What follows belongs to an exercise in optimizing a design on an open flow for small area, a short achievable clock period and few clock cycles; a production flow would make more cautious choices. In this exercise RTL edits were held to simulation tests only and were not proved equivalent to the original. No run shown here takes its clock network from TritonCTS; it comes from the design's own scripts or RTL. The flow treats the clock pin as an ideal source. Dropping or thinning the clock tree relies on that and would not hold on a real chip. Power figures rest on the tool's default switching activity, not on a simulated workload.

==> flow/design.v <==
module linear_layer_with_mem #(
    parameter DATA_WIDTH    = 8,
    parameter W_WIDTH       = 8,
    parameter ACC_WIDTH     = 32,
    parameter ADDR_WIDTH    = 8,
    parameter DATABUS_WIDTH = 32,
    parameter N = 8,
    parameter M = 8
)(
    input  wire clk,
    input  wire rst,
    input  wire start,
    input  wire [ADDR_WIDTH-1:0] activ_base,
    input  wire [ADDR_WIDTH-1:0] weight_base,
    input  wire [ADDR_WIDTH-1:0] bias_base,
    input  wire [ADDR_WIDTH-1:0] output_base,
    output reg mem_w,
    output reg mem_sel,
    output reg done,
    output reg out_valid,
    output wire [ADDR_WIDTH-1:0]    address_bus,
    input  wire [DATABUS_WIDTH-1:0] data_bus_in,
    output wire [DATABUS_WIDTH-1:0] data_bus_out,
    input  wire                     ready
);
    localparam PH_IDLE = 3'b100, PH_ACT = 3'b000, PH_BIAS = 3'b001,
               PH_WGT = 3'b010, PH_OUT = 3'b011, PH_DONE = 3'b111;
    reg [2:0] phase;
    reg [2:0] i, j;        
    reg [1:0] k;           
    reg       busy;        
    reg       rdy_q, rdy_qq, rdy_q3;   
    reg       ov1;
    reg [7:0]  act [0:7];
    reg [8:0]  wq;         
    reg [15:0] bl;         
    reg        pneg;       
    reg        psgn;       
    reg [31:0] r;
    reg [7:0]  address;
    assign address_bus  = address;
    assign data_bus_out = r;
    wire xfer = mem_sel & ready;
    wire [2:0] trip = wq[2:0];
    wire [7:0] a = act[0];
    wire s_neg = trip[2] & ~(trip[1] & trip[0]);
    wire s_one = trip[1] ^ trip[0];
    wire s_two = (trip[2] & ~trip[1] & ~trip[0]) | (~trip[2] & trip[1] & trip[0]);
    wire [9:0] ppx = (({10{s_one}} & {{2{a[7]}}, a}) |
                      ({10{s_two}} & {a[7], a, 1'b0})) ^ {10{s_neg}};
    reg  [15:0] bsh;
    always @* begin
        case (k)
            2'd0: bsh = {{6{ppx[9]}}, ppx};
            2'd1: bsh = {{4{ppx[9]}}, ppx, {2{s_neg}}};
            2'd2: bsh = {{2{ppx[9]}}, ppx, {4{s_neg}}};
            default: bsh = {ppx, {6{s_neg}}};
        endcase
    end
    wire [15:0] bl_n   = busy ? bsh : 16'd0;
    wire        pneg_n = busy & s_neg;
    wire        psgn_n = busy & ppx[9];
    wire [15:0] lsum;
    wire        c16;
    llwm_add16 u_add (.a(r[15:0]), .b(bl), .ci(pneg), .s(lsum), .co(c16));
    wire [15:0] hpm;
    llwm_hi u_hi (.h(r[31:16]), .sgn(psgn), .o(hpm));
    wire [31:0] sum = {r[31:16] ^ (hpm & {16{c16 ^ psgn}}), lsum};
    reg [7:0] nbase;
    always @* begin
        case (phase[1:0])
            2'd0: nbase = activ_base;
            2'd1: nbase = bias_base;
            2'd2: nbase = weight_base;
            default: nbase = output_base;
        endcase
    end
    wire [5:0] off  = {i & {3{phase[1] & ~phase[0]}}, j | (i & {3{phase[0]}})};
    wire [5:0] offg = off & {6{rdy_q3}};
    wire [7:0] addr_n = (phase[2] | rdy_qq) ? nbase : address + {2'd0, offg};
    wire last_w = (phase == PH_WGT) & (j == 3'd7);
    always @(posedge clk or posedge rst) begin
        if (rst) begin
            phase <= PH_IDLE;
            i <= 0; j <= 0; k <= 0;
            busy <= 0; rdy_q <= 0; rdy_qq <= 0; rdy_q3 <= 0;
            mem_sel <= 0; mem_w <= 0;
            done <= 0; out_valid <= 0; ov1 <= 0;
        end else begin
            rdy_q <= xfer;
            rdy_qq <= rdy_q;
            rdy_q3 <= rdy_qq;
            ov1 <= xfer & mem_w;
            out_valid <= (xfer & mem_w) | ov1;
            mem_w <= (phase == PH_OUT);
            if (busy) begin
                k <= k + 2'd1;
                if (k == 2'd3) busy <= 0;
            end
            if (xfer && phase == PH_WGT) busy <= 1;
            if (xfer && phase == PH_OUT && i == 3'd7) done <= 1;
            if (phase == PH_IDLE)
                mem_sel <= start;
            else if (phase != PH_DONE && !done)
                mem_sel <= ~xfer & ~(rdy_q & last_w) & ~(rdy_qq & (phase == PH_OUT));
            else
                mem_sel <= 0;
            case (phase)
                PH_IDLE: if (start) phase <= PH_ACT;
                PH_DONE: ;
                default: if (rdy_q) begin
                    case (phase)
                        PH_ACT: begin
                            j <= j + 3'd1;
                            if (j == 3'd7) phase <= PH_BIAS;
                        end
                        PH_BIAS: phase <= PH_WGT;
                        PH_WGT: begin
                            j <= j + 3'd1;
                            if (j == 3'd7) phase <= PH_OUT;
                        end
                        default: begin
                            i <= i + 3'd1;
                            phase <= (i == 3'd7) ? PH_DONE : PH_BIAS;
                        end
                    endcase
                end
            endcase
        end
    end
    wire rot = busy & (k == 2'd3);
    wire act_ph = (phase == PH_ACT);
    wire act_last = rdy_q & (j == 3'd7);
    integer n;
    always @(posedge clk) begin
        address <= addr_n;
        wq <= busy ? {2'b00, wq[8:2]} : {data_bus_in[7:0], 1'b0};
        bl <= bl_n;
        pneg <= pneg_n;
        psgn <= psgn_n;
        if (act_ph && !act_last)
            act[7] <= data_bus_in[7:0];
        else if (rot)
            act[7] <= act[0];
        if ((act_ph && rdy_q && !act_last) || rot)
            for (n = 0; n < 7; n = n + 1) act[n] <= act[n+1];
        r <= (phase == PH_BIAS && !rdy_q) ? data_bus_in : sum;
    end
endmodule
module llwm_add16 (
    input  wire [15:0] a,
    input  wire [15:0] b,
    input  wire        ci,
    output wire [15:0] s,
    output wire        co
);
    wire [15:0] g0 = a & b;
    wire [15:0] p0 = a ^ b;
    reg  [15:0] G, P;
    integer lv, n;
    always @* begin
        G = g0; P = p0;
        for (lv = 0; lv < 4; lv = lv + 1)
            for (n = 0; n < 16; n = n + 1)
                if ((n % (2 << lv)) == (2 << lv) - 1) begin
                    G[n] = G[n] | (P[n] & G[n - (1 << lv)]);
                    P[n] = P[n] & P[n - (1 << lv)];
                end
        for (lv = 2; lv >= 0; lv = lv - 1)
            for (n = 0; n < 16; n = n + 1)
                if ((n % (2 << lv)) == (1 << lv) - 1 && n >= (2 << lv)) begin
                    G[n] = G[n] | (P[n] & G[n - (1 << lv)]);
                    P[n] = P[n] & P[n - (1 << lv)];
                end
    end
    wire [16:0] c = {G | (P & {16{ci}}), ci};
    assign s  = p0 ^ c[15:0];
    assign co = c[16];
endmodule
module llwm_hi (
    input  wire [15:0] h,
    input  wire        sgn,
    output wire [15:0] o
);
    wire [15:0] t = h ^ {16{sgn}};
    wire [15:0] m;
    assign m[0] = 1'b1;
    genvar gi;
    generate for (gi = 1; gi < 16; gi = gi + 1) begin : pre
        assign m[gi] = m[gi-1] & t[gi-1];
    end endgenerate
    assign o = m;
endmodule
==> flow/flow/run.sh <==
#!/bin/bash
# Own layout flow: the standard ORFS flow (standard.sh; the synthesis is
# the standard one, run first on its own), with
#  - the make settings listed in flow/knobs.txt (one per line, @WORK@ stands
#    for the work folder): small port buffers and timing repair aimed past the
#    clock period;
#  - the clock tree built by flow/mycts.tcl instead of TritonCTS: the clock
#    port drives a few clkbuf_16 cells, each driving the flip-flops of one
#    region, all with the same number of buffers on the clock path. Only that
#    call in a copy of ORFS's cts.tcl is changed.
# Each tool's full output goes to its ORFS log under orfs/logs/; make's own
# output goes to flow_make_*.log in the work folder.
set -euo pipefail
args=()
while IFS= read -r line; do
  [[ -z "$line" || "$line" == \#* ]] && continue
  args+=("${line//@WORK@/$PWD}")
done < flow/knobs.txt
bash standard.sh "${args[@]}" synth > flow_make_synth.log 2>&1
rm -rf myscripts
cp -r "$FLOW_HOME/scripts" myscripts
python3 - <<'PY'
p = 'myscripts/cts.tcl'
s = open(p).read()
old = 'log_cmd clock_tree_synthesis {*}$cts_args'
assert s.count(old) == 1
s = s.replace(old, 'source $::env(MYCTS_TCL)\nmy_cts_auto')
open(p, 'w').write(s)
PY
bash standard.sh "${args[@]}" "SCRIPTS_DIR=$PWD/myscripts" "MYCTS_TCL=$PWD/flow/mycts.tcl" finish > flow_make_finish.log 2>&1
==> flow/flow/knobs.txt <==
BUFFER_PORTS_ARGS=-buffer_cell sky130_fd_sc_hd__buf_1
SETUP_SLACK_MARGIN=8.1
MYCTS_NR=4
MYCTS_NL=8
MYCTS_ROOT=sky130_fd_sc_hd__buf_8
MYCTS_LEAF=sky130_fd_sc_hd__clkbuf_16
==> flow/flow/mycts.tcl <==
# Clock tree built by hand: the clock port drives NR root buffers; each root
# drives its share of NL leaf buffers; each leaf drives the flip-flops of
# one region. Regions come from a size-balanced k-means on the flip-flop
# positions. With NR = 0 the port drives the leaf buffers directly.
proc mycts_kmeans {pts k} {
  set n [llength $pts]
  set cap [expr {int(ceil(double($n) / $k))}]
  set cent {}
  set xs [lsort -real -index 0 $pts]
  for {set c 0} {$c < $k} {incr c} { lappend cent [lindex $xs [expr {int(($c + 0.5) * $n / $k)}]] }
  for {set iter 0} {$iter < 40} {incr iter} {
    # balanced assignment: points in order of their best-distance advantage
    set cand {}
    set idx 0
    foreach p $pts {
      set ds {}
      for {set c 0} {$c < $k} {incr c} {
        set q [lindex $cent $c]
        lappend ds [list $c [expr {abs([lindex $p 0]-[lindex $q 0]) + abs([lindex $p 1]-[lindex $q 1])}]]
      }
      set ds [lsort -real -index 1 $ds]
      set gap [expr {$k > 1 ? [lindex $ds 1 1] - [lindex $ds 0 1] : 0}]
      lappend cand [list $idx $gap $ds]
      incr idx
    }
    set cand [lsort -real -decreasing -index 1 $cand]
    set cnt [lrepeat $k 0]
    set asg [lrepeat $n 0]
    foreach cd $cand {
      foreach d [lindex $cd 2] {
        set c [lindex $d 0]
        if {[lindex $cnt $c] < $cap} {
          lset asg [lindex $cd 0] $c
          lset cnt $c [expr {[lindex $cnt $c] + 1}]
          break
        }
      }
    }
    set newc {}
    for {set c 0} {$c < $k} {incr c} {
      set xl {}; set yl {}
      foreach p $pts a $asg { if {$a == $c} { lappend xl [lindex $p 0]; lappend yl [lindex $p 1] } }
      if {[llength $xl] > 0} {
        set xl [lsort -real $xl]; set yl [lsort -real $yl]
        set m [expr {[llength $xl] / 2}]
        lappend newc [list [lindex $xl $m] [lindex $yl $m]]
      } else { lappend newc [lindex $cent $c] }
    }
    set cent $newc
  }
  return [list $asg $cent]
}

proc mycts_inst_center {inst} {
  set b [$inst getBBox]
  return [list [expr {([$b xMin]+[$b xMax])/2.0}] [expr {([$b yMin]+[$b yMax])/2.0}]]
}

proc mycts_add_buf {block master name innet x y} {
  set inst [odb::dbInst_create $block $master $name]
  set net [odb::dbNet_create $block "${name}_net"]
  $net setSigType CLOCK
  [$inst findITerm A] connect $innet
  [$inst findITerm X] connect $net
  # place with the cell centred on (x, y)
  set w [[$inst getMaster] getWidth]
  set h [[$inst getMaster] getHeight]
  $inst setLocation [expr {int($x - $w/2)}] [expr {int($y - $h/2)}]
  $inst setPlacementStatus PLACED
  return [list $inst $net]
}

proc my_cts {nr nl root_master leaf_master {clkname clk}} {
  set db [ord::get_db]
  set block [ord::get_db_block]
  set rm [$db findMaster $root_master]
  set lm [$db findMaster $leaf_master]
  set clknet [$block findNet $clkname]
  set sinks {}
  set pts {}
  foreach it [$clknet getITerms] {
    set inst [$it getInst]
    if {[[$inst getMaster] isSequential]} {
      lappend sinks $it
      lappend pts [mycts_inst_center $inst]
    }
  }
  lassign [mycts_kmeans $pts $nl] asg cent
  # roots
  set rootnets {}
  set rasg {}
  if {$nr > 0} {
    lassign [mycts_kmeans $cent $nr] rasg rcent
    for {set r 0} {$r < $nr} {incr r} {
      set q [lindex $rcent $r]
      lassign [mycts_add_buf $block $rm "mycts_root_$r" $clknet [lindex $q 0] [lindex $q 1]] inst net
      lappend rootnets $net
    }
  }
  for {set c 0} {$c < $nl} {incr c} {
    set q [lindex $cent $c]
    set innet $clknet
    if {$nr > 0} { set innet [lindex $rootnets [lindex $rasg $c]] }
    lassign [mycts_add_buf $block $lm "mycts_leaf_$c" $innet [lindex $q 0] [lindex $q 1]] inst net
    set cnt 0
    foreach it $sinks a $asg { if {$a == $c} { $it disconnect; $it connect $net; incr cnt } }
    puts "mycts: leaf $c at $q drives $cnt flip-flops"
  }
}

# Called from the patched cts.tcl in place of clock_tree_synthesis.
proc my_cts_auto {} {
  my_cts $::env(MYCTS_NR) $::env(MYCTS_NL) $::env(MYCTS_ROOT) $::env(MYCTS_LEAF)
}
==> flow/standard.sh <==
#!/bin/bash
# synth_recipe.tcl (not shown) runs the flow's synth.tcl, then flattens the netlist and writes it again
# the make line also repeats each setting of config.mk as NAME=value (left out here)
make -C /OpenROAD-flow-scripts/flow DESIGN_CONFIG=/design/flow/config.mk WORK_HOME=/design/flow/orfs CLKGATE_MAP_FILE= SYNTH_SCRIPT=/design/flow/synth_recipe.tcl "${@:-finish}"
==> flow/config.mk <==
export PLATFORM = sky130hd
export DESIGN_NAME = linear_layer_with_mem
export DESIGN_NICKNAME = linear_layer_with_mem
export VERILOG_FILES = /design/flow/design.v
export SDC_FILE = /design/flow/constraint.sdc
export NUM_CORES = 8
export LEC_CHECK = 0
export CAP_MARGIN = 20
export CORE_MARGIN = 2
export CORE_UTILIZATION = 65
export SLEW_MARGIN = 20
==> flow/constraint.sdc <==
create_clock -name core_clock -period 11.0 [get_ports {clk}]
set_input_delay 2.2000 -clock core_clock [delete_from_list [all_inputs] [get_ports {clk}]]
set_output_delay 2.2000 -clock core_clock [all_outputs]
set_load 0.01 [all_outputs]
==> results of run 1 <==
synthesized netlist by cell type, types with 10 or more instances:
master	number
nand2_1	67
dfxtp_1	66
edfxtp_1	64
a21oi_1	43
nor2_1	40
o21ai_0	33
ha_1	31
clkbuf_1	26
dfrtp_1	19
nor3_1	19
nand3_1	18
mux2_2	17
o31ai_1	14
inv_1	13
nor2b_1	13
xnor2_1	13
nand2b_1	11
o21a_1	11
or3_1	11
a22oi_1	10
and3_1	10
per-stage QoR:
step	hold slack [ns]	utilization, %	area, um^2	setup slack (ns)	instances
finish	0.416	79.5	8610	8.01	942
global placement	0.402	71.3	7730	8.02	900
global route	0.429	79.5	8610	7.99	942
floorplan	0.352	-	7230	8.10	678
CTS	0.405	73.9	8010	7.98	912
detailed placement	0.405	71.3	7730	7.95	900
placed cells by master (no fill, tap or decap), types with 11 or more instances in the layout:
cell type  instances
a21oi_1           43
buf_1             64
buf_4             34
buf_6             38
dfrtp_1           17
dfxtp_1           26
dfxtp_2           29
dfxtp_4           11
edfxtp_1          64
ha_1              31
inv_1             13
mux2_2            16
nand2_1           67
nand2b_1          11
nand3_1           18
nor2_1            40
nor2b_1           13
nor3_1            18
o21a_1            11
o21ai_0           30
o31ai_1           13
xnor2_1           13
worst register-to-register path, stage by stage (launching register included):
cell and delay, ns:
dfxtp_2 0.33, ha_1 0.36, and2_1 0.19, a221o_1 0.36, o21ai_2 0.25, a21oi_1 0.10
buf_4 0.20, or4_4 0.50, a211o_1 0.31, nand3_1 0.09
power groups by stage:
stage | sequential [mW] | clock (mW) | combinational (mW)
3_3_place_gp | 1.03 | 0 | 1.00
6_report | 1.07 | 0.340 | 1.28
5_1_grt | 1.10 | 0.363 | 1.41
2_1_floorplan | 1.01 | 0 | 0.813
4_1_cts | 1.06 | 0.269 | 1.06
3_5_place_dp | 1.05 | 0 | 1.05
sequential cells by signal, summed over array words and instances (netlist names), 2 cells and up:
| name | cells |
|---|---|
| wq | 9 |
| phase | 3 |
| j | 3 |
| address | 8 |
| act | 64 |
| bl | 15 |
| k | 2 |
| r | 32 |
| i | 3 |
how the worst min path moves through the flow:
stage / cells past startpoint / slack, ns / to
floorplan: 0 / 0.35 / rdy_qq
global placement: 0 / 0.40 / act[2][2]
detailed placement: 0 / 0.40 / act[0][0]
CTS: 0 / 0.40 / act[0][0]
global route: 0 / 0.43 / act[0][5]
finish: 0 / 0.42 / act[5][2]
metal layers:
metal	vias up	routed length (um)	global-route usage (%)
li1	2763	-	-
met1	2742	7030	34.3
met2	204	7900	42.6
met3	25	804	2.25
met4	0	289	4.16
met5	-	0	0
kinds of logic (layout without fill, tap and decap cells):
group,count (synthesis),in the layout,synth area share [%]
simple gates,234,234,16.7
fa+ha+maj,33,33,5.93
xor+xnor,20,20,2.43
compound gates,164,164,14.6
buf+inv,47,171,2.50
flops,150,150,51.9
mux,30,30,6.01
cell type report:
| class | count | area (um^2) |
|---|---|---|
| flip-flops and latches | 150 | 3820 |
| fillers | 691 | 2230 |
| multi-input cells | 481 | 3330 |
| repair buffers | 145 | 968 |
| inverters | 14 | 52.6 |
| plain buffers | 12 | 260 |
| well taps | 140 | 175 |
repair_timing:
| item | 4_1_cts | 5_1_grt |
|---|---|---|
| pin swaps | 2 | 0 |
| gates resized for setup | 9 | 175 |
| buffers inserted | 0 | 30 |
| endpoints found under the setup margin | 14 | 51 |
==> results.yml, run 1 <==
synth:
  yosys_warnings: 3
  ys_ff_latch: 150
  synth_edf_count: 64
  ys.flop_type: "dfxtp_1"
  syn-cell-area_mm2: 0.00722
  avgSynthCellArea_um2: 10.6
  netlist_instances: 678
  seq_area_frac_synth_pct: 51.9
  synthDistinctLibCells: 68
  yosysTopAreaCellShare_pct: 26.6
  synth.net_count: 779
  synth_area_leaders: "edfxtp_1 27%, dfxtp_1 18%, dfrtp_1 6.6%"
  yosysTopAreaCell: "edfxtp_1"
  synth-async-reset-ratio_pct: 13.3
critical_path:
  ff2ff_path_depth: 9
  crit_chain: "clkbuf_2"
  critPathLaunchType: "flop"
  slowest_stage: "dfxtp_4"
  crit_family: "flip-flops"
  end_kind: "output port"
  crit_path_end: "data_bus_out[21]"
  startpoint: "r[21]"
  r2r_end: "r[27]"
  critPathMaxStageDelay_ns: 0.39
  cp_data_required_time_ns: 8.80
  r2r_slack_ns: 8.25
  rr_startpoint: "r[3]"
  worst_ep_arrival_time_ns: 0.79
  crit_cells: 1
  critPathBufInv: 1
  path_class: "reg2out"
  crit_fanout: 4
die:
  floorplan.initialDensity_pct: 66.6
  io_pins: 112
  die-area_mm2: 0.0120
  die_h_um: 109
  die_w_um: 109
  std_cell_rows: 38
  fp.coreArea_mm2: 0.0108
timing:
  finalCritPeriodShare_pct: 27.2
  tns_ns: 0
  slew_headroom_pct: 48.4
  tightestPinTransition_ns: 0.773
  period_needed_ns: 2.99
  drv_slew: 0
  setup_viol_count_final: 0
  skew_ns: 0.0218
  final_hold_viol_count: 0
  max_freq_mhz: 335
  rsz0062_at_grt: "true"
drt:
  wl_um: 16000
  drcViolationCount: 0
  antenna_left: 0
  drt_first_pass_iters: 6
  via_per_inst: 6.09
  vias: 5734
  drt_iter0_markers: 457
  routedWlPerCell_um: 17.0
finish:
  drive_above_1_share_pct: 22.6
  syn_to_final_growth_pct: 19.3
  insertedDiodeCount: 0
  layout.nets: 905
power_and_ir_drop:
  pwr-share-seq_pct: 39.7
  cellPowerDensity_mw_per_mm2: 312
  peakVddDrop_v: 0.000185
  clkPwrFrac_pct: 12.7
  p_leak_nw: 3.36
  switching_power_mw: 1.01
  p_comb_share_pct: 47.6
  p_int_mw: 1.67
  switching_share_pct: 37.7
  p_total_mw: 2.69
placed_design:
  gp_congestion: 0.836
  io_buffers: 111
  dpl.hpwl_um: 10300
global_routing:
  grt.total_usage_pct: 24.6
  grt_pass1_vias: 5071
  grt_max_degree: 57
  grt_pass1_wl_um: 23800
  grt-ovfl-total: 0
  antenna_found_initial: 0
worst_hold_path:
  hold_class: "reg2reg"
  hold_start: "act[6][2]"
outcome:
  status: "timing/DRC/antenna clean"
flow_run:
  maxCapViolCount: 0
cts:
  clk_latency_ns: 0.26
  cts.reportedPaths.clkPinSlew_ns: 0.09
  ctsHoldBuffers: 0
Testbench counts, summed over its fixed seeds: cycles 85,824.
==> run 2: changes to the inputs <==
==> flow/flow/knobs.txt (replaced) <==
BUFFER_PORTS_ARGS=-inputs -buffer_cell sky130_fd_sc_hd__buf_1
SETUP_SLACK_MARGIN=7.9
MYCTS_NR=4
MYCTS_NL=8
MYCTS_ROOT=sky130_fd_sc_hd__buf_8
MYCTS_LEAF=sky130_fd_sc_hd__clkbuf_16
PRE_GLOBAL_PLACE_TCL=@WORK@/flow/pre_gpl.tcl
==> flow/flow/pre_gpl.tcl (new file) <==
buffer_ports -outputs -buffer_cell sky130_fd_sc_hd__buf_4
==> results.yml, run 2 <==
critical_path:
  cp_data_required_time_ns: 8.80
  ff2ff_path_depth: 8
  crit_fanout: 8
  r2r_end: "r[30]"
  path_class: "reg2out"
  end_kind: "output port"
  worst_ep_arrival_time_ns: 0.78
  rr_startpoint: "r[3]"
  critPathLaunchType: "flop"
  r2r_slack_ns: 8.18
power_and_ir_drop:
  peakVddDrop_v: 0.000207
  p_leak_nw: 2.94
  cellPowerDensity_mw_per_mm2: 305
die:
  io_pins: 112
  std_cell_rows: 38
  die_h_um: 109
  die_w_um: 109
  fp.coreArea_mm2: 0.0108
  die-area_mm2: 0.0120
  floorplan.initialDensity_pct: 66.6
cts:
  ctsHoldBuffers: 0
  ctsResizeCount: 0
  clk_latency_ns: 0.27
  postCtsSetupBuffers: 0
  cts.reportedPaths.clkPinSlew_ns: 0.08
drt:
  vias: 5260
  drcViolationCount: 0
  via_per_inst: 6.06
  antenna_left: 0
  routedWlPerCell_um: 16.7
  drt_first_pass_iters: 5
  wl_um: 14500
  drt_iter0_markers: 451
synth:
  synth_most_common_cell: "nand2_1"
  yosysTopAreaCellShare_pct: 26.6
  yosysTopAreaCell: "edfxtp_1"
  synthDistinctLibCells: 68
  synth_edf_count: 64
  synth.net_count: 779
  seq_area_frac_synth_pct: 51.9
  yosys_warnings: 3
  netlist_instances: 678
  ys.flop_type: "dfxtp_1"
  syn-cell-area_mm2: 0.00722
  synth-async-reset-ratio_pct: 13.3
  synth_top_cells_by_count: "67 x nand2_1, 66 x dfxtp_1, 64 x edfxtp_1"
  ys_ff_latch: 150
  avgSynthCellArea_um2: 10.6
  synth_area_leaders: "edfxtp_1 27%, dfxtp_1 18%, dfrtp_1 6.6%"
worst_hold_path:
  hold_end: "act[3][5]"
  hold_class: "reg2reg"
  whs_path_depth: 0
  hold_start: "act[4][5]"
finish:
  multi_input_area_mm2: 0.00331
  seq_area_mm2: 0.00375
  layout_common_cells: "67 x nand2_1, 67 x buf_1, 66 x dfxtp_1"
  drive_above_1_share_pct: 8.38
  insertedDiodeCount: 0
  utilization_pct: 72.2
  largest-register: "act"
  layout.nets: 831
  reg_top3: "act x64, r x32, bl x15"
  syn_to_final_growth_pct: 8.42
  num-fill-cells: 779
  largest_reg_flops: 64
global_routing:
  grt.total_usage_pct: 23.9
  grt-ovfl-total: 0
  grt_max_degree: 57
  grt_pass1_wl_um: 23100
  antenna_found_initial: 0
  grt_pass1_vias: 4960
placed_design:
  io_buffers: 111
  dpl.hpwl_um: 10100
  gp_congestion: 0.828
timing:
  drv_slew: 0
  setup_viol_count_final: 0
  max_freq_mhz: 336
  finalCritPeriodShare_pct: 27.1
  skew_ns: 0.0296
  slew_headroom_pct: 39.4
  final_hold_viol_count: 0
  tns_ns: 0
  tightestPinTransition_ns: 0.909
  period_needed_ns: 2.98
  rsz0062_at_grt: "false"
flow_run:
  maxCapViolCount: 0
outcome:
  status: "timing/DRC/antenna clean"
run 2: cell counts after synthesis:
Identical to the previous run, type by type.
run 2: metal layers:
layer	part of all wire, %	global-route usage [%]	vias to the layer above
li1	-	-	2609
met1	45	32.7	2485
met3	5.5	2.79	25
met5	0	0	-
met4	2.0	4.79	0
met2	48	41.4	141
run 2: worst max path at each step:
| stage | startpoint | to | slack (ns) | depth (start not counted) |
|---|---|---|---|---|
| 2_1_floorplan | k[0] | act[0][0] | 7.95 | 5 |
| 3_3_place_gp | output_base[7] | address[7] | 8.02 | 4 |
| 3_5_place_dp | output_base[7] | address[7] | 7.95 | 4 |
| 4_1_cts | output_base[7] | address[7] | 7.95 | 4 |
| 5_1_grt | phase[1] | address[6] | 7.98 | 9 |
| 6_report | r[16] | data_bus_out[16] | 8.02 | 0 |
run 2: kinds of logic (layout without fill, tap and decap cells):
group	Yosys count	after routing	synth area share, %
AOI/OAI and AO/OA	164	164	14.6
DFF	150	150	51.9
buffers and inverters	47	97	2.50
adders and majority gates	33	33	5.93
xor gates and xnor gates	20	20	2.43
muxes	30	30	6.01
and+or+nand+nor	234	234	16.7
run 2: area by class of cell:
| class | instances | share of cell area, % |
|---|---|---|
| Buffer | 12 | 3.32 |
| Tap cell | 140 | 2.24 |
| Sequential cell | 150 | 47.9 |
| Timing Repair Buffer | 71 | 3.60 |
| Multi-Input combinational cell | 481 | 42.3 |
| Inverter | 14 | 0.671 |
run 2: report_power, final:
group	internal (mW)	total (mW)	switching, mW
registers	0.861	1.09	0.228
logic	0.420	0.959	0.538
clock network	0.170	0.338	0.168
total	1.45	2.39	0.934
run 2: stage by stage:
stage	instances	total power [mW]	cell area, um^2	hold WS (ns)	setup WS, ns
6_report	868	2.39	7830	0.407	8.02
5_1_grt	868	2.56	7830	0.419	7.98
4_1_cts	868	2.33	7830	0.405	7.95
3_5_place_dp	856	2.05	7570	0.405	7.95
3_3_place_gp	856	2.00	7570	0.401	8.02
2_1_floorplan	678	1.82	7220	0.352	7.95
==> run 3: changes to the inputs <==
==> flow/flow/pre_gpl.tcl (replaced) <==
buffer_ports -outputs -buffer_cell sky130_fd_sc_hd__buf_2
--- a/flow/config.mk
+++ b/flow/config.mk
@@ -5,6 +5,7 @@
 export SDC_FILE = /design/flow/constraint.sdc
 export NUM_CORES = 8
 export LEC_CHECK = 0
+export ABC_AREA = 1
 export CAP_MARGIN = 20
 export CORE_MARGIN = 2
 export CORE_UTILIZATION = 65
==> results.yml, run 3 <==
global_routing:
  grt.total_usage_pct: 25.0
  antenna_found_initial: 0
  grt_max_degree: 57
  grt_pass1_vias: 5264
  grt_pass1_wl_um: 24000
  grt-ovfl-total: 0
synth:
  synth-async-reset-ratio_pct: 13.3
  yosysTopAreaCell: "edfxtp_1"
  ys.flop_type: "dfxtp_1"
  synth_edf_count: 64
  synth_area_leaders: "edfxtp_1 27%, dfxtp_1 18%, nand2_1 12%"
  netlist_instances: 821
  avgSynthCellArea_um2: 8.77
  synth.net_count: 922
  ys_ff_latch: 150
  syn-cell-area_mm2: 0.00720
  synth_most_common_cell: "nand2_1"
  seq_area_frac_synth_pct: 52.0
  yosys_warnings: 3
  yosysTopAreaCellShare_pct: 26.7
  synthDistinctLibCells: 48
  synth_top_cells_by_count: "235 x nand2_1, 100 x inv_1, 66 x dfxtp_1"
finish:
  layout.nets: 985
  multi_input_area_mm2: 0.00292
  largest-register: "act"
  utilization_pct: 71.7
  mostFrequentLayoutCell: "nand2_1"
  largest_reg_flops: 64
  seq_area_mm2: 0.00374
  drive_above_1_share_pct: 5.56
  num-fill-cells: 857
  layout_common_cells: "235 x nand2_1, 100 x inv_1, 67 x buf_1"
  syn_to_final_growth_pct: 7.92
  final_cell_area_mm2: 0.00777
  insertedDiodeCount: 0
  reg_top3: "act x64, r x32, bl x15"
placed_design:
  dpl.hpwl_um: 11000
  gp_congestion: 0.926
  placement.cell_area_mm2: 0.00750
  io_buffers: 111
cts:
  cts.reportedPaths.clkPinSlew_ns: 0.09
  postCtsSetupBuffers: 0
  clk_latency_ns: 0.26
timing:
  skew_ns: 0.0241
  drv_slew: 0
  tns_ns: 0
  finalCritPeriodShare_pct: 26.9
  slew_headroom_pct: 41.8
  setup_viol_count_final: 0
  whs_ns: 0.394
  period_needed_ns: 2.96
  max_freq_mhz: 337
  tightestPinTransition_ns: 0.869
  final_hold_viol_count: 0
  rsz0062_at_grt: "false"
power_and_ir_drop:
  pwr-share-seq_pct: 60.1
  p_total_mw: 1.01
  clkPwrFrac_pct: 33.5
  peakVddDrop_v: 0.000154
  switching_power_mw: 0.223
  p_comb_share_pct: 6.4
  switching_share_pct: 22.1
  p_int_mw: 0.786
  p_leak_nw: 3.24
  cellPowerDensity_mw_per_mm2: 130
drt:
  via_per_inst: 5.56
  wl_um: 15000
  vias: 5678
  drt_first_pass_iters: 8
  routedWlPerCell_um: 14.7
  met2_length_um: 7140
  drt_iter0_markers: 458
  wirelength_met1_um: 6590
  drcViolationCount: 0
  dr_wl_met3_um: 997
  antenna_left: 0
  top_layer: "met4"
die:
  std_cell_rows: 38
  fp.coreArea_mm2: 0.0108
  io_pins: 112
  die_h_um: 109
  floorplan.initialDensity_pct: 66.4
  die_w_um: 109
  die-area_mm2: 0.0119
outcome:
  status: "timing/DRC/antenna clean"
worst_hold_path:
  hold_class: "reg2reg"
critical_path:
  cp_data_required_time_ns: 8.80
  crit_fanout: 6
  path_class: "reg2out"
  end_kind: "output port"
  critPathLaunchType: "flop"
  worst_ep_arrival_time_ns: 0.76
flow_run:
  maxCapViolCount: 0
==> run 3: changes by cell type in the layout (fill, tap and decap cells not counted), moves of 15 or more <==
cell | previous run | this run
nand2_1 | 67 | 235
inv_1 | 13 | 100
nand3_1 | 18 | 56
o21ai_0 | 32 | 56
a21oi_1 | 43 | 20
mux2_2 | 17 | 2
nor3_1 | 18 | 3
==> run 3: worst reg2reg max path, stage by stage, from the launching register on <==
cell	delay, ns
dfrtp_1	0.53
nor2_2	0.46
nand3_2	0.38
nand2_1	0.43
o21a_2	0.21
buf_6	0.39
==> run 3: layer usage <==
layer | GRT usage, % | vias to the layer above
met3 | 3.53 | 39
met4 | 5.06 | 0
met5 | 0 | -
li1 | - | 2824
met2 | 42.2 | 213
met1 | 34.7 | 2602
==> run 3: area by class of cell <==
class | instances | share of cell area, %
flip-flops and latches | 150 | 48.2
multi-input cells | 544 | 37.6
well taps | 140 | 2.25
repair buffers | 69 | 3.48
plain buffers | 12 | 3.35
inverters | 107 | 5.17
==> run 3: kinds of logic (layout without fill, tap and decap cells) <==
logic type | after synthesis | in the layout | share of synthesized area [%]
flip-flops | 150 | 150 | 52.0
AO/OA/AOI/OAI | 123 | 123 | 9.98
adder cells (fa/ha/maj) | 33 | 33 | 5.94
AND/OR/NAND/NOR | 365 | 365 | 21.7
buffers and inverters | 127 | 188 | 7.54
XOR/XNOR | 21 | 21 | 2.55
multiplexers | 2 | 2 | 0.313
==> run 3: final timing paths <==
path | from | to | slack [ns] | cells after the start
max in group asynchronous | rst | j[2] | 8.46 | 2
worst max register to register | phase[0] | act[3][6] | 8.21 | 5
min in group asynchronous | rst | phase[0] | 2.04 | 2
worst min-delay path | rdy_qq | rdy_q3 | 0.39 | 0
worst min register to register | rdy_qq | rdy_q3 | 0.39 | 0
worst max-delay path | r[25] | data_bus_out[25] | 8.04 | 0
==> run 3: power by group through the flow <==
stage                     clock network (mW)  registers, mW  logic [mW]
after global placement                     0          0.619      0.0607
after global routing                   0.367          0.609      0.0742
after floorplan                            0          0.615      0.0448
final                                  0.338          0.607      0.0647
after detailed placement                   0          0.620      0.0635
after CTS                              0.269          0.620      0.0640
==> run 3: metrics by stage <==
| stage | setup slack, ns | std cells |
|---|---|---|
| CTS | 8.03 | 1022 |
| finish | 8.04 | 1022 |
| global route | 7.98 | 1022 |
| detailed placement | 7.84 | 1010 |
| floorplan | 8.22 | 821 |
| global placement | 7.97 | 1010 |
==> run 3: timing repair <==
action / in CTS / in global routing
endpoints found under the setup margin: 56 / 56
hold buffers: 0 / 0
resized for setup: 1 / 1
==> run 4: changes to the inputs <==
--- a/flow/config.mk
+++ b/flow/config.mk
@@ -5,7 +5,6 @@
 export SDC_FILE = /design/flow/constraint.sdc
 export NUM_CORES = 8
 export LEC_CHECK = 0
-export ABC_AREA = 1
 export CAP_MARGIN = 20
 export CORE_MARGIN = 2
 export CORE_UTILIZATION = 65
==> results.yml, run 4 <==
outcome:
  status: "timing/DRC/antenna clean"
global_routing:
  antenna_found_initial: 0
  grt_pass1_vias: 4960
  grt-ovfl-total: 0
  grt.total_usage_pct: 23.9
  grt_pass1_wl_um: 23100
  grt_max_degree: 57
die:
  die_w_um: 109
  std_cell_rows: 38
  io_pins: 112
  die_h_um: 109
  die-area_mm2: 0.0120
  fp.coreArea_mm2: 0.0108
  floorplan.initialDensity_pct: 66.6
synth:
  seq_area_frac_synth_pct: 51.9
  synth_top_cells_by_count: "67 x nand2_1, 66 x dfxtp_1, 64 x edfxtp_1"
  synth.net_count: 779
  avgSynthCellArea_um2: 10.6
  synth_edf_count: 64
  netlist_instances: 678
  synth-async-reset-ratio_pct: 13.3
  synthDistinctLibCells: 68
  ys_ff_latch: 150
  yosysTopAreaCellShare_pct: 26.6
  synth_area_leaders: "edfxtp_1 27%, dfxtp_1 18%, dfrtp_1 6.6%"
  syn-cell-area_mm2: 0.00722
  yosysTopAreaCell: "edfxtp_1"
  synth_most_common_cell: "nand2_1"
  yosys_warnings: 3
  ys.flop_type: "dfxtp_1"
finish:
  largest_reg_flops: 64
  num-fill-cells: 779
  insertedDiodeCount: 0
  layout.nets: 831
  largest-register: "act"
  seq_area_mm2: 0.00375
  syn_to_final_growth_pct: 8.42
  layout_common_cells: "67 x nand2_1, 67 x buf_1, 66 x dfxtp_1"
  reg_top3: "act x64, r x32, bl x15"
  multi_input_area_mm2: 0.00331
  drive_above_1_share_pct: 8.38
  final_cells: 868
critical_path:
  crit_fanout: 8
  path_class: "reg2out"
  end_kind: "output port"
  worst_ep_arrival_time_ns: 0.78
  cp_data_required_time_ns: 8.80
  critPathLaunchType: "flop"
drt:
  routedWlPerCell_um: 16.7
  wl_um: 14500
  drt_first_pass_iters: 5
  antenna_left: 0
  via_per_inst: 6.06
  drt_iter0_markers: 451
  vias: 5260
  drcViolationCount: 0
placed_design:
  gp_congestion: 0.828
  dp.cells: 856
  io_buffers: 111
  place_ws_ns: 7.95
  dpl.hpwl_um: 10100
timing:
  tns_ns: 0
  tightestPinTransition_ns: 0.909
  rsz0062_at_grt: "false"
  max_freq_mhz: 336
  setup_slack_ns: 8.02
  finalCritPeriodShare_pct: 27.1
  whs_ns: 0.407
  drv_slew: 0
  skew_ns: 0.0296
  final_hold_viol_count: 0
  period_needed_ns: 2.98
  setup_viol_count_final: 0
  slew_headroom_pct: 39.4
cts:
  clk_latency_ns: 0.27
  postCtsSetupBuffers: 0
  ctsResizeCount: 0
  cts.reportedPaths.clkPinSlew_ns: 0.08
  ctsHoldBuffers: 0
power_and_ir_drop:
  peakVddDrop_v: 0.000207
  p_total_mw: 2.39
  p_leak_nw: 2.94
  cellPowerDensity_mw_per_mm2: 305
flow_run:
  maxCapViolCount: 0
worst_hold_path:
  hold_class: "reg2reg"
-- run 4: power by group --
group | switching, mW | internal, mW | total (mW)
Sequential | 0.228 | 0.861 | 1.09
Combinational | 0.538 | 0.420 | 0.959
Clock | 0.168 | 0.170 | 0.338
-- run 4: metrics by stage --
step | area, um^2 | utilization, %
after floorplan | 7220 | -
after CTS | 7830 | 72.2
after global placement | 7570 | 69.8
after global routing | 7830 | 72.2
after detailed placement | 7570 | 69.8
final | 7830 | 72.2
-- run 4: worst register-to-register path, cell delays in order, from the launching register on --
cell     delay (ns)
dfxtp_1        0.35
ha_1           0.37
and2_1         0.18
a221o_1        0.35
o21ai_2        0.26
a21o_1         0.37
a21oi_2        0.20
or4_1          0.52
a31oi_1        0.18
-- run 4: final timing paths --
| path | start | to | slack (ns) | depth (start not counted) |
|---|---|---|---|---|
| setup reg to reg | r[3] | r[30] | 8.18 | 8 |
| hold reg to reg | act[4][5] | act[3][5] | 0.41 | 0 |
| hold / removal | act[4][5] | act[3][5] | 0.41 | 0 |
| min in group asynchronous | rst | j[1] | 2.04 | 2 |
| setup / recovery | r[16] | data_bus_out[16] | 8.02 | 0 |
| max in group asynchronous | rst | phase[0] | 8.43 | 2 |
-- run 4: cell type report --
type,count,area share (%)
buffer,12,3.32
inverter,14,0.671
timing repair buffer,71,3.60
sequential,150,47.9
multi-input combinational,481,42.3
tap,140,2.24
-- run 4: per-layer routing --
layer	routed length, um	track usage, %	vias up
met5	0	0	-
met2	6900	41.4	141
li1	-	-	2609
met1	6480	32.7	2485
met3	803	2.79	25
met4	287	4.79	0
-- run 4: cells by family (layout without fill, tap and decap cells) --
| family | Yosys count | count (layout) | share of synthesized area [%] |
|---|---|---|---|
| buffers and inverters | 47 | 97 | 2.50 |
| flip-flops | 150 | 150 | 51.9 |
| AO/OA/AOI/OAI | 164 | 164 | 14.6 |
| XOR/XNOR | 20 | 20 | 2.43 |
| AND/OR/NAND/NOR | 234 | 234 | 16.7 |
| adder cells (fa/ha/maj) | 33 | 33 | 5.93 |
| multiplexers | 30 | 30 | 6.01 |
==> run 5: changes to the inputs <==
--- a/flow/design.v
+++ b/flow/design.v
@@ -32,7 +32,7 @@
     reg       rdy_q, rdy_qq, rdy_q3;   
     reg       ov1;
     reg [7:0]  act [0:7];
-    reg [8:0]  wq;         
+    reg [6:0]  wq;         
     reg [15:0] bl;         
     reg        pneg;       
     reg        psgn;       
@@ -41,25 +41,35 @@
     assign address_bus  = address;
     assign data_bus_out = r;
     wire xfer = mem_sel & ready;
+    wire [7:0] a = act[0];
+    wire [9:0] ax = {{2{a[7]}}, a};
+    wire [1:0] w = data_bus_in[1:0];
+    reg  [9:0] ppx0;
+    always @* begin
+        case (w)
+            2'd0: ppx0 = 10'd0;
+            2'd1: ppx0 = ax;
+            2'd2: ppx0 = ~{ax[8:0], 1'b0};
+            default: ppx0 = ~ax;
+        endcase
+    end
     wire [2:0] trip = wq[2:0];
-    wire [7:0] a = act[0];
     wire s_neg = trip[2] & ~(trip[1] & trip[0]);
     wire s_one = trip[1] ^ trip[0];
     wire s_two = (trip[2] & ~trip[1] & ~trip[0]) | (~trip[2] & trip[1] & trip[0]);
-    wire [9:0] ppx = (({10{s_one}} & {{2{a[7]}}, a}) |
-                      ({10{s_two}} & {a[7], a, 1'b0})) ^ {10{s_neg}};
+    wire [9:0] ppx = (({10{s_one}} & ax) | ({10{s_two}} & {ax[8:0], 1'b0})) ^ {10{s_neg}};
     reg  [15:0] bsh;
     always @* begin
         case (k)
-            2'd0: bsh = {{6{ppx[9]}}, ppx};
-            2'd1: bsh = {{4{ppx[9]}}, ppx, {2{s_neg}}};
-            2'd2: bsh = {{2{ppx[9]}}, ppx, {4{s_neg}}};
+            2'd0: bsh = {{4{ppx[9]}}, ppx, {2{s_neg}}};
+            2'd1: bsh = {{2{ppx[9]}}, ppx, {4{s_neg}}};
             default: bsh = {ppx, {6{s_neg}}};
         endcase
     end
-    wire [15:0] bl_n   = busy ? bsh : 16'd0;
-    wire        pneg_n = busy & s_neg;
-    wire        psgn_n = busy & ppx[9];
+    wire new_w = xfer & (phase == PH_WGT);
+    wire [15:0] bl_n   = new_w ? {{6{ppx0[9]}}, ppx0} : busy ? bsh : 16'd0;
+    wire        pneg_n = new_w ? w[1] : busy & s_neg;
+    wire        psgn_n = new_w ? ppx0[9] : busy & ppx[9];
     wire [15:0] lsum;
     wire        c16;
     llwm_add16 u_add (.a(r[15:0]), .b(bl), .ci(pneg), .s(lsum), .co(c16));
@@ -78,7 +88,6 @@
     wire [5:0] off  = {i & {3{phase[1] & ~phase[0]}}, j | (i & {3{phase[0]}})};
     wire [5:0] offg = off & {6{rdy_q3}};
     wire [7:0] addr_n = (phase[2] | rdy_qq) ? nbase : address + {2'd0, offg};
-    wire last_w = (phase == PH_WGT) & (j == 3'd7);
     always @(posedge clk or posedge rst) begin
         if (rst) begin
             phase <= PH_IDLE;
@@ -94,15 +103,15 @@
             out_valid <= (xfer & mem_w) | ov1;
             mem_w <= (phase == PH_OUT);
             if (busy) begin
-                k <= k + 2'd1;
-                if (k == 2'd3) busy <= 0;
+                k <= (k == 2'd2) ? 2'd0 : k + 2'd1;
+                if (k == 2'd2) busy <= 0;
             end
             if (xfer && phase == PH_WGT) busy <= 1;
             if (xfer && phase == PH_OUT && i == 3'd7) done <= 1;
             if (phase == PH_IDLE)
                 mem_sel <= start;
             else if (phase != PH_DONE && !done)
-                mem_sel <= ~xfer & ~(rdy_q & last_w) & ~(rdy_qq & (phase == PH_OUT));
+                mem_sel <= ~xfer;
             else
                 mem_sel <= 0;
             case (phase)
@@ -128,13 +137,13 @@
             endcase
         end
     end
-    wire rot = busy & (k == 2'd3);
+    wire rot = busy & (k == 2'd2);
     wire act_ph = (phase == PH_ACT);
     wire act_last = rdy_q & (j == 3'd7);
     integer n;
     always @(posedge clk) begin
         address <= addr_n;
-        wq <= busy ? {2'b00, wq[8:2]} : {data_bus_in[7:0], 1'b0};
+        wq <= busy ? {2'b00, wq[6:2]} : data_bus_in[7:1];
         bl <= bl_n;
         pneg <= pneg_n;
         psgn <= psgn_n;
==> results.yml, run 5 <==
outcome:
  status: "timing/DRC/antenna clean"
die:
  floorplan.initialDensity_pct: 67.3
  die-area_mm2: 0.0122
  fp.coreArea_mm2: 0.0109
  std_cell_rows: 38
  die_w_um: 110
  die_h_um: 110
  io_pins: 112
timing:
  slew_headroom_pct: 48.3
  rsz0062_at_grt: "true"
  finalCritPeriodShare_pct: 27.2
  max_freq_mhz: 334
  skew_ns: 0.0206
  setup_viol_count_final: 0
  drv_slew: 0
  final_hold_viol_count: 0
  tightestPinTransition_ns: 0.774
  period_needed_ns: 2.99
  tns_ns: 0
synth:
  seq_area_frac_synth_pct: 50.0
  yosysTopAreaCellShare_pct: 26.1
  synth_top_cells_by_count: "64 x edfxtp_1, 64 x nand2_1, 63 x dfxtp_1"
  synth-async-reset-ratio_pct: 13.6
  synthDistinctLibCells: 66
  ys.flop_type: "edfxtp_1"
  avgSynthCellArea_um2: 10.4
  netlist_instances: 705
  ys_ff_latch: 147
  yosys_warnings: 3
  synth_edf_count: 64
  synth.net_count: 802
  synth_area_leaders: "edfxtp_1 26%, dfxtp_1 17%, dfrtp_1 6.5%"
  yosysTopAreaCell: "edfxtp_1"
  syn-cell-area_mm2: 0.00736
critical_path:
  path_class: "reg2out"
  r2r_slack_ns: 8.05
  cp_data_required_time_ns: 8.80
  rr_startpoint: "bl[14]"
  worst_ep_arrival_time_ns: 0.79
  end_kind: "output port"
  crit_fanout: 8
  critPathLaunchType: "flop"
  ff2ff_path_depth: 7
  r2r_end: "r[18]"
drt:
  wirelength_met1_um: 6750
  via_per_inst: 6.14
  dr_wl_met3_um: 866
  drt_first_pass_iters: 5
  wl_um: 15200
  met2_length_um: 7360
  antenna_left: 0
  routedWlPerCell_um: 17.0
  vias: 5483
  drt_iter0_markers: 405
  top_layer: "met4"
  drcViolationCount: 0
worst_hold_path:
  hold_start: "rdy_qq"
  hold_end: "rdy_q3"
  hold_class: "reg2reg"
  whs_path_depth: 0
cts:
  cts.reportedPaths.clkPinSlew_ns: 0.08
  clk_latency_ns: 0.26
  ctsHoldBuffers: 0
power_and_ir_drop:
  switching_power_mw: 1.01
  clkPwrFrac_pct: 13.0
  cellPowerDensity_mw_per_mm2: 314
  p_comb_share_pct: 42.7
  switching_share_pct: 40.0
  p_leak_nw: 3.06
  pwr-share-seq_pct: 44.3
  peakVddDrop_v: 0.000227
  p_total_mw: 2.52
  p_int_mw: 1.51
finish:
  largest_reg_flops: 64
  syn_to_final_growth_pct: 9.04
  insertedDiodeCount: 0
  mostFrequentLayoutCell: "buf_1"
  layout.nets: 852
  utilization_pct: 73.4
  drive_above_1_share_pct: 10.5
  reg_top3: "act x64, r x32, bl x15"
  largest-register: "act"
  layout_common_cells: "65 x buf_1, 64 x edfxtp_1, 63 x dfxtp_1"
global_routing:
  grt-ovfl-total: 0
  antenna_found_initial: 0
  grt_pass1_wl_um: 25300
  grt_pass1_vias: 5289
  grt_max_degree: 57
  grt.total_usage_pct: 24.1
flow_run:
  maxCapViolCount: 0
placed_design:
  gp_congestion: 0.920
  io_buffers: 111
  dpl.hpwl_um: 10800
==> run 5: cell type report <==
class	count	area, um^2
Timing Repair Buffer	77	332
Fill cell	802	2910
Tap cell	140	175
Multi-Input combinational cell	503	3520
Buffer	12	260
Inverter	14	52.6
Sequential cell	147	3690
==> run 5: cells by family (layout without fill, tap and decap cells) <==
family                     count (synthesis)  in the layout  share of synthesized area, %
adders and majority gates                 29             29                          5.13
DFF                                      147            147                          50.0
xor gates and xnor gates                  23             23                          2.74
AOI/OAI and AO/OA                        167            167                          14.6
and+or+nand+nor                          244            244                          17.3
muxes                                     40             40                          7.24
buffers and inverters                     55            103                          2.94
==> run 5: layer usage <==
metal / vias up / GRT usage [%]
met5: - / 0
met4: 0 / 3.33
met3: 18 / 2.47
met2: 163 / 41.5
met1: 2612 / 34.3
li1: 2690 / -
==> run 5: worst max-delay path by stage <==
stage                         startpoint               end  depth (start not counted)
after detailed placement  data_bus_in[0]            bl[11]                          5
final                              r[27]  data_bus_out[27]                          0
after global placement    data_bus_in[0]             bl[8]                          5
after CTS                          ready            bl[11]                          5
after global routing              bl[14]             r[18]                          7
after floorplan                    ready             bl[4]                          6
==> run 5: stage by stage <==
stage | hold WS [ns] | worst slack, ns | cells | area [um^2]
CTS | 0.379 | 7.90 | 893 | 8010
global route | 0.417 | 7.88 | 893 | 8030
floorplan | 0.352 | 7.90 | 705 | 7370
finish | 0.395 | 8.01 | 893 | 8030
global placement | 0.377 | 7.26 | 875 | 7660
detailed placement | 0.375 | 7.14 | 875 | 7660
==> run 5: repair_timing <==
action                                  in CTS  in global routing
resized for setup                           14                  3
endpoints found under the setup margin      19                  3
buffers inserted                             6                  0
pin swaps                                    1                  0
==> run 5: power groups by stage <==
stage                     Sequential (mW)  Clock, mW  Combinational [mW]
after floorplan                      1.02          0               0.903
after global placement               1.11          0                1.00
after detailed placement             1.13          0                1.05
after CTS                            1.13      0.268                1.07
after global routing                 1.15      0.353                1.20
final                                1.12      0.329                1.08
Testbench counts of run 5, summed over its fixed seeds: cycles 84,288.
==> run 6: changes to the inputs <==
==> flow/flow/knobs.txt (replaced) <==
BUFFER_PORTS_ARGS=-inputs -buffer_cell sky130_fd_sc_hd__buf_1
SETUP_SLACK_MARGIN=8.0
MYCTS_NR=4
MYCTS_NL=8
MYCTS_ROOT=sky130_fd_sc_hd__buf_8
MYCTS_LEAF=sky130_fd_sc_hd__clkbuf_16
PRE_GLOBAL_PLACE_TCL=@WORK@/flow/pre_gpl.tcl
==> results.yml, run 6 <==
outcome:
  status: "timing/DRC/antenna clean"
synth:
  synth_edf_count: 64
  seq_area_frac_synth_pct: 50.0
  syn-cell-area_mm2: 0.00736
  yosysTopAreaCellShare_pct: 26.1
  avgSynthCellArea_um2: 10.4
  yosys_warnings: 3
  synth_top_cells_by_count: "64 x edfxtp_1, 64 x nand2_1, 63 x dfxtp_1"
  ys_ff_latch: 147
  ys.flop_type: "edfxtp_1"
  synth.net_count: 802
  synth-async-reset-ratio_pct: 13.6
  netlist_instances: 705
  synth_area_leaders: "edfxtp_1 26%, dfxtp_1 17%, dfrtp_1 6.5%"
  yosysTopAreaCell: "edfxtp_1"
  synthDistinctLibCells: 66
drt:
  wl_um: 15100
  drt_first_pass_iters: 4
  routedWlPerCell_um: 16.9
  dr_wl_met3_um: 971
  wirelength_met1_um: 6680
  via_per_inst: 6.14
  antenna_left: 0
  vias: 5472
  met2_length_um: 7110
  drcViolationCount: 0
  drt_iter0_markers: 345
  top_layer: "met4"
cts:
  cts.reportedPaths.clkPinSlew_ns: 0.08
  clk_latency_ns: 0.27
  ctsHoldBuffers: 0
die:
  io_pins: 112
  std_cell_rows: 38
  die_h_um: 110
  die-area_mm2: 0.0122
  floorplan.initialDensity_pct: 67.3
  die_w_um: 110
  fp.coreArea_mm2: 0.0109
finish:
  insertedDiodeCount: 0
  mostFrequentLayoutCell: "buf_1"
  final_cells: 891
  reg_top3: "act x64, r x32, bl x15"
  num-fill-cells: 782
  largest_reg_flops: 64
  largest-register: "act"
  layout_common_cells: "65 x buf_1, 64 x edfxtp_1, 62 x nand2_1"
  syn_to_final_growth_pct: 9.01
  layout.nets: 850
  drive_above_1_share_pct: 10.8
timing:
  setup_viol_count_final: 0
  drv_slew: 0
  tightestPinTransition_ns: 0.765
  finalCritPeriodShare_pct: 27.0
  skew_ns: 0.0304
  final_hold_viol_count: 0
  rsz0062_at_grt: "true"
  slew_headroom_pct: 48.9
  tns_ns: 0
  max_freq_mhz: 337
  whs_ns: 0.400
  period_needed_ns: 2.97
power_and_ir_drop:
  p_total_mw: 2.54
  cellPowerDensity_mw_per_mm2: 316
  peakVddDrop_v: 0.000230
  p_leak_nw: 3.05
placed_design:
  gp_congestion: 0.918
  dp.cells: 875
  io_buffers: 111
  dpl.hpwl_um: 10500
critical_path:
  r2r_slack_ns: 8.09
  rr_startpoint: "bl[14]"
  cp_data_required_time_ns: 8.80
  r2r_end: "r[18]"
  worst_ep_arrival_time_ns: 0.77
  ff2ff_path_depth: 7
  path_class: "reg2out"
  critPathLaunchType: "flop"
  end_kind: "output port"
  crit_fanout: 4
global_routing:
  grt_pass1_vias: 5127
  grt_pass1_wl_um: 24700
  grt-ovfl-total: 0
  antenna_found_initial: 0
  grt_max_degree: 57
  grt.total_usage_pct: 23.8
worst_hold_path:
  hold_end: "rdy_q3"
  whs_path_depth: 0
  hold_start: "rdy_qq"
  hold_class: "reg2reg"
flow_run:
  maxCapViolCount: 0
## run 6: stage by stage
stage | setup slack [ns] | util, % | area [um^2]
detailed placement | 7.21 | 70.2 | 7670
global placement | 7.33 | 70.2 | 7670
global route | 7.96 | 73.4 | 8030
CTS | 7.92 | 73.2 | 8010
floorplan | 8.01 | - | 7390
finish | 8.03 | 73.4 | 8030
## run 6: worst max-delay path by stage
stage          cells after the start      startpoint  slack, ns                to
5_1_grt                            7          bl[14]       7.96             r[18]
3_5_place_dp                       5  data_bus_in[0]       7.21            bl[12]
4_1_cts                            5           ready       7.92             bl[2]
3_3_place_gp                       5  data_bus_in[0]       7.33             bl[9]
2_1_floorplan                      6           ready       8.01             bl[4]
6_report                           0           r[21]       8.03  data_bus_out[21]
## run 6: metal layers
layer / up-vias / track usage, %
met4: 0 / 4.92
met3: 29 / 3.07
met5: - / 0
met2: 186 / 40.1
li1: 2690 / -
met1: 2567 / 33.4
## run 6: area by class of cell
| class | instances | area (um^2) | area share, % |
|---|---|---|---|
| Sequential cell | 147 | 3690 | 46.0 |
| Multi-Input combinational cell | 503 | 3520 | 43.9 |
| Timing Repair Buffer | 75 | 323 | 4.02 |
| Buffer | 12 | 260 | 3.24 |
| Tap cell | 140 | 175 | 2.18 |
| Inverter | 14 | 52.6 | 0.655 |
## run 6: power breakdown
group | switching (mW) | total (mW) | internal [mW]
Combinational | 0.599 | 1.09 | 0.486
Sequential | 0.254 | 1.12 | 0.863
Clock | 0.163 | 0.333 | 0.170
Total | 1.02 | 2.54 | 1.52
## run 6: cells by family after synthesis
group,share of synthesized area [%]
flip-flops,50.0
buffers and inverters,2.94
adder cells (fa/ha/maj),5.13
XOR/XNOR,2.74
AND/OR/NAND/NOR,17.3
multiplexers,7.24
AO/OA/AOI/OAI,14.6
## run 6: what timing repair did
item | CTS | global route
hold endpoints to repair | 0 | 0
setup endpoints to repair | 27 | 10
buffers inserted | 4 | 0
pin swaps | 2 | 0
resized for setup | 23 | 7
==> run 7: changes to the inputs <==
--- a/flow/config.mk
+++ b/flow/config.mk
@@ -5,6 +5,7 @@
 export SDC_FILE = /design/flow/constraint.sdc
 export NUM_CORES = 8
 export LEC_CHECK = 0
+export ABC_AREA = 1
 export CAP_MARGIN = 20
 export CORE_MARGIN = 2
 export CORE_UTILIZATION = 65
==> results.yml, run 7 <==
outcome:
  status: "timing/DRC/antenna clean"
synth:
  syn-cell-area_mm2: 0.00721
  ys_ff_latch: 147
  netlist_instances: 831
  yosysTopAreaCell: "edfxtp_1"
  synth-async-reset-ratio_pct: 13.6
  synth_area_leaders: "edfxtp_1 27%, dfxtp_1 17%, nand2_1 12%"
  avgSynthCellArea_um2: 8.68
  yosys_warnings: 3
  seq_area_frac_synth_pct: 51.1
  synth_top_cells_by_count: "238 x nand2_1, 94 x inv_1, 64 x edfxtp_1"
  synth_most_common_cell: "nand2_1"
  synthDistinctLibCells: 53
  synth.net_count: 928
  synth_edf_count: 64
  ys.flop_type: "edfxtp_1"
  yosysTopAreaCellShare_pct: 26.7
global_routing:
  grt.total_usage_pct: 26.4
  grt_pass1_vias: 5502
  antenna_found_initial: 0
  grt_max_degree: 57
  grt_pass1_wl_um: 25400
  grt-ovfl-total: 0
power_and_ir_drop:
  peakVddDrop_v: 0.000163
  switching_power_mw: 0.270
  clkPwrFrac_pct: 31.7
  p_leak_nw: 3.43
  p_total_mw: 1.07
  p_int_mw: 0.801
  p_comb_share_pct: 11.3
  switching_share_pct: 25.2
  cellPowerDensity_mw_per_mm2: 135
  pwr-share-seq_pct: 57.0
placed_design:
  dp.cells: 1022
  gp_congestion: 0.904
  io_buffers: 111
  placement.cell_area_mm2: 0.00755
  dpl.hpwl_um: 11300
cts:
  clk_latency_ns: 0.26
  cts.reportedPaths.clkPinSlew_ns: 0.09
  ctsHoldBuffers: 0
finish:
  reg_top3: "act x64, r x32, bl x15"
  insertedDiodeCount: 0
  layout_common_cells: "234 x nand2_1, 92 x inv_1, 65 x buf_1"
  final_cell_area_mm2: 0.00794
  syn_to_final_growth_pct: 10.1
  mostFrequentLayoutCell: "nand2_1"
  drive_above_1_share_pct: 8.77
  largest-register: "act"
  largest_reg_flops: 64
  layout.nets: 1000
  num-fill-cells: 821
  final_cells: 1041
timing:
  tightestPinTransition_ns: 0.763
  drv_slew: 0
  setup_viol_count_final: 0
  final_hold_viol_count: 0
  slew_headroom_pct: 49.1
  tns_ns: 0
  skew_ns: 0.0239
  finalCritPeriodShare_pct: 26.8
  max_freq_mhz: 339
  period_needed_ns: 2.95
  rsz0062_at_grt: "false"
die:
  die_h_um: 109
  fp.coreArea_mm2: 0.0108
  std_cell_rows: 38
  die-area_mm2: 0.0120
  floorplan.initialDensity_pct: 66.5
  io_pins: 112
  die_w_um: 109
critical_path:
  end_kind: "output port"
  cp_data_required_time_ns: 8.80
  path_class: "reg2out"
  critPathLaunchType: "flop"
  crit_fanout: 3
  worst_ep_arrival_time_ns: 0.75
drt:
  drcViolationCount: 0
  vias: 5778
  via_per_inst: 5.55
  antenna_left: 0
  routedWlPerCell_um: 15.2
  drt_first_pass_iters: 5
  wl_um: 15800
  drt_iter0_markers: 499
worst_hold_path:
  hold_class: "reg2reg"
flow_run:
  maxCapViolCount: 0
## run 7: cell count changes in the layout (fill, tap and decap cells not counted), moves of 13 or more
cell and change:
o31ai_1 -15, nand3_1 +19, mux2i_1 -15, inv_1 +78, nor2b_1 -13, nor3_1 -20, o21ai_0 +23, a22oi_1 -14
nand2_1 +172, a21oi_1 -23, mux2_2 -14
## run 7: logic make-up (layout without fill, tap and decap cells)
| kind of cell | count (synthesis) | after routing | synth area share [%] |
|---|---|---|---|
| compound gates | 137 | 137 | 11.4 |
| mux | 3 | 3 | 0.468 |
| fa+ha+maj | 29 | 29 | 5.24 |
| flops | 147 | 147 | 51.1 |
| simple gates | 372 | 372 | 22.3 |
| buf+inv | 122 | 192 | 6.96 |
| xor+xnor | 21 | 21 | 2.55 |
## run 7: final cells by class
cell class | count | area, um^2 | area share [%]
inverter | 105 | 399 | 5.03
multi-input combinational | 562 | 3080 | 38.8
buffer | 12 | 260 | 3.28
timing repair buffer | 75 | 339 | 4.27
sequential | 147 | 3690 | 46.4
tap | 140 | 175 | 2.21
## run 7: per-stage QoR
stage               hold WS (ns)  worst slack [ns]  util, %
global route               0.405              8.01     73.2
floorplan                  0.355              8.08        -
finish                     0.391              8.05     73.2
detailed placement         0.367              7.41     69.6
CTS                        0.375              7.91     73.2
global placement           0.370              7.41     69.6
## run 7: repair_timing
| item | 4_1_cts | 5_1_grt |
|---|---|---|
| buffers inserted | 7 | 0 |
| pin swaps | 3 | 0 |
| resized for setup | 24 | 1 |
| endpoints found under the setup margin | 17 | 1 |
## run 7: worst paths after layout
check,from,endpoint,slack [ns],cells after the start
hold reg to reg,rdy_qq,rdy_q3,0.39,0
max in group asynchronous,rst,out_valid,8.46,2
hold / removal,rdy_qq,rdy_q3,0.39,0
setup reg to reg,bl[14],r[27],8.36,13
min in group asynchronous,rst,phase[1],2.04,2
setup / recovery,r[0],data_bus_out[0],8.05,0
## run 7: metal layers
| layer | GRT usage, % | routed length (um) | vias to the layer above |
|---|---|---|---|
| li1 | - | - | 2874 |
| met1 | 34.0 | 6420 | 2676 |
| met2 | 46.8 | 7880 | 194 |
| met3 | 3.97 | 1060 | 34 |
| met4 | 6.60 | 431 | 0 |
| met5 | 0 | 0 | - |
## run 7: power groups by stage
| stage | combinational, mW | clock [mW] | sequential, mW |
|---|---|---|---|
| floorplan | 0.0883 | 0 | 0.616 |
| global placement | 0.111 | 0 | 0.622 |
| detailed placement | 0.118 | 0 | 0.623 |
| CTS | 0.121 | 0.268 | 0.623 |
| global route | 0.137 | 0.362 | 0.613 |
| finish | 0.121 | 0.340 | 0.610 |
==> run 8: changes to the inputs <==
==> flow/flow/knobs.txt (replaced) <==
BUFFER_PORTS_ARGS=-inputs -buffer_cell sky130_fd_sc_hd__buf_1
SETUP_SLACK_MARGIN=7.9
MYCTS_NR=4
MYCTS_NL=8
MYCTS_ROOT=sky130_fd_sc_hd__buf_8
MYCTS_LEAF=sky130_fd_sc_hd__clkbuf_16
PRE_GLOBAL_PLACE_TCL=@WORK@/flow/pre_gpl.tcl
==> results.yml, run 8 <==
outcome:
  status: "timing/DRC/antenna clean"
synth:
  ys.flop_type: "edfxtp_1"
  synth.net_count: 928
  yosysTopAreaCell: "edfxtp_1"
  synth_edf_count: 64
  yosys_warnings: 3
  yosysTopAreaCellShare_pct: 26.7
  synth_most_common_cell: "nand2_1"
  synthDistinctLibCells: 53
  syn-cell-area_mm2: 0.00721
  synth-async-reset-ratio_pct: 13.6
  ys_ff_latch: 147
  synth_top_cells_by_count: "238 x nand2_1, 94 x inv_1, 64 x edfxtp_1"
  seq_area_frac_synth_pct: 51.1
  netlist_instances: 831
  avgSynthCellArea_um2: 8.68
  synth_area_leaders: "edfxtp_1 27%, dfxtp_1 17%, nand2_1 12%"
timing:
  tightestPinTransition_ns: 0.767
  rsz0062_at_grt: "false"
  slew_headroom_pct: 48.8
  skew_ns: 0.0129
  setup_slack_ns: 8.06
  final_hold_viol_count: 0
  setup_viol_count_final: 0
  max_freq_mhz: 340
  drv_slew: 0
  tns_ns: 0
  finalCritPeriodShare_pct: 26.7
  period_needed_ns: 2.94
power_and_ir_drop:
  peakVddDrop_v: 0.000173
  cellPowerDensity_mw_per_mm2: 135
  p_leak_nw: 3.42
drt:
  wl_um: 15600
  vias: 5757
  top_layer: "met4"
  dr_wl_met3_um: 1020
  drt_first_pass_iters: 5
  via_per_inst: 5.53
  antenna_left: 0
  wirelength_met1_um: 6530
  drcViolationCount: 0
  drt_iter0_markers: 557
  met2_length_um: 7670
  routedWlPerCell_um: 15.0
cts:
  cts.reportedPaths.clkPinSlew_ns: 0.08
  clk_latency_ns: 0.26
global_routing:
  grt_max_degree: 57
  grt_pass1_wl_um: 25000
  grt-ovfl-total: 0
  antenna_found_initial: 0
  grt_pass1_vias: 5463
  grt.total_usage_pct: 26.0
finish:
  syn_to_final_growth_pct: 9.54
  layout.nets: 1000
  layout_common_cells: "235 x nand2_1, 92 x inv_1, 66 x buf_1"
  insertedDiodeCount: 0
  mostFrequentLayoutCell: "nand2_1"
  largest-register: "act"
  num-fill-cells: 816
  largest_reg_flops: 64
  drive_above_1_share_pct: 8.44
  reg_top3: "act x64, r x32, bl x15"
critical_path:
  end_kind: "output port"
  critPathLaunchType: "flop"
  rr_startpoint: "bl[14]"
  startpoint: "r[27]"
  r2r_end: "r[27]"
  crit_path_end: "data_bus_out[27]"
  crit_fanout: 6
  worst_ep_arrival_time_ns: 0.74
  r2r_slack_ns: 8.38
  path_class: "reg2out"
  cp_data_required_time_ns: 8.80
  ff2ff_path_depth: 13
  crit_cells: 0
die:
  die_h_um: 109
  die-area_mm2: 0.0120
  floorplan.initialDensity_pct: 66.5
  io_pins: 112
  die_w_um: 109
  std_cell_rows: 38
  fp.coreArea_mm2: 0.0108
flow_run:
  maxCapViolCount: 0
worst_hold_path:
  hold_class: "reg2reg"
placed_design:
  gp_congestion: 0.887
  io_buffers: 111
  dpl.hpwl_um: 11100
  place_ws_ns: 7.36
## run 8: cell counts after synthesis
Identical to the previous run, type by type.
## run 8: stage by stage
step	cell area (um^2)	hold WS, ns	cells	utilization, %	total power, mW
finish	7900	0.385	1041	72.9	1.07
global route	7900	0.392	1041	72.9	1.11
CTS	7900	0.375	1041	72.9	1.01
detailed placement	7550	0.369	1022	69.6	0.740
global placement	7550	0.369	1022	69.6	0.733
floorplan	7210	0.355	831	-	0.705
## run 8: area by class of cell
cell class / count / area [um^2] / share of cell area (%)
Sequential cell: 147 / 3680 / 46.6
Timing Repair Buffer: 75 / 314 / 3.98
Tap cell: 140 / 175 / 2.22
Multi-Input combinational cell: 562 / 3070 / 38.9
Inverter: 105 / 394 / 4.99
Buffer: 12 / 260 / 3.29
## run 8: power breakdown
part	internal [mW]	total (mW)	switching, mW	leakage [nW]
Sequential	0.584	0.610	0.0258	1.14
Combinational	0.0451	0.119	0.0741	2.14
Clock	0.170	0.336	0.166	0.128
## run 8: worst min-delay path by stage
stage / from / endpoint / slack [ns] / depth (start not counted)
floorplan: rdy_qq / rdy_q3 / 0.35 / 0
global placement: rdy_qq / rdy_q3 / 0.37 / 0
detailed placement: rdy_qq / rdy_q3 / 0.37 / 0
CTS: rdy_qq / rdy_q3 / 0.38 / 0
global route: rdy_qq / rdy_q3 / 0.39 / 0
finish: rdy_qq / rdy_q3 / 0.39 / 0
## run 8: cells by family after synthesis
family | synth area share (%)
compound gates | 11.4
flops | 51.1
simple gates | 22.3
mux | 0.468
fa+ha+maj | 5.24
xor+xnor | 2.55
buf+inv | 6.96
## run 8: what timing repair did
item,4_1_cts,5_1_grt
resized for setup,15,0
buffers inserted,7,0
setup endpoints to repair,16,0
hold buffers,0,0
## run 8: per-layer routing
metal	global-route usage, %	vias up
met5	0	-
met4	6.24	0
met3	3.91	32
met2	46.5	205
met1	33.3	2650
li1	-	2870

port drivers added, routing unchanged:
In the flow no input, the clock included, has a driving cell. The finished layouts below were timed again as built, in two steps. Step 1 sets driving cells, clkbuf_16 on the clock port and buf_2 on the other inputs (assumed; they add their load-dependent delay and slew). Step 2 times the ports against the registers' clock, not the clock port: input delays grow and output delays shrink by t, the midpoint of the rising clock arrivals with the driver on. a / b / c = ideal ports / drivers / drivers and shift; a / b = the first two.
run | t (ns) | slack for setup (ns) | latest minus earliest clock arrival (ns)
run 1 | 0.332 | 8.012 / 7.933 / 7.972 | 0.027 / 0.027
run 2 | 0.329 | 8.021 / 7.946 / 7.958 | 0.037 / 0.038
run 3 | 0.335 | 8.036 / 7.954 / 8.025 | 0.024 / 0.024
run 4 | 0.329 | 8.021 / 7.946 / 7.958 | 0.037 / 0.038
run 5 | 0.326 | 8.010 / 7.935 / 7.885 | 0.021 / 0.021
run 6 | 0.327 | 8.029 / 7.955 / 7.913 | 0.031 / 0.031
run 7 | 0.338 | 8.053 / 7.966 / 7.916 | 0.024 / 0.024
run 8 | 0.342 | 8.059 / 7.969 / 7.885 | 0.013 / 0.013
After both steps setup and hold are still met in every run listed. For run 8, which loses most, drivers alone change the setup slack by -0.090 ns; drivers and shift together by -0.174 ns.
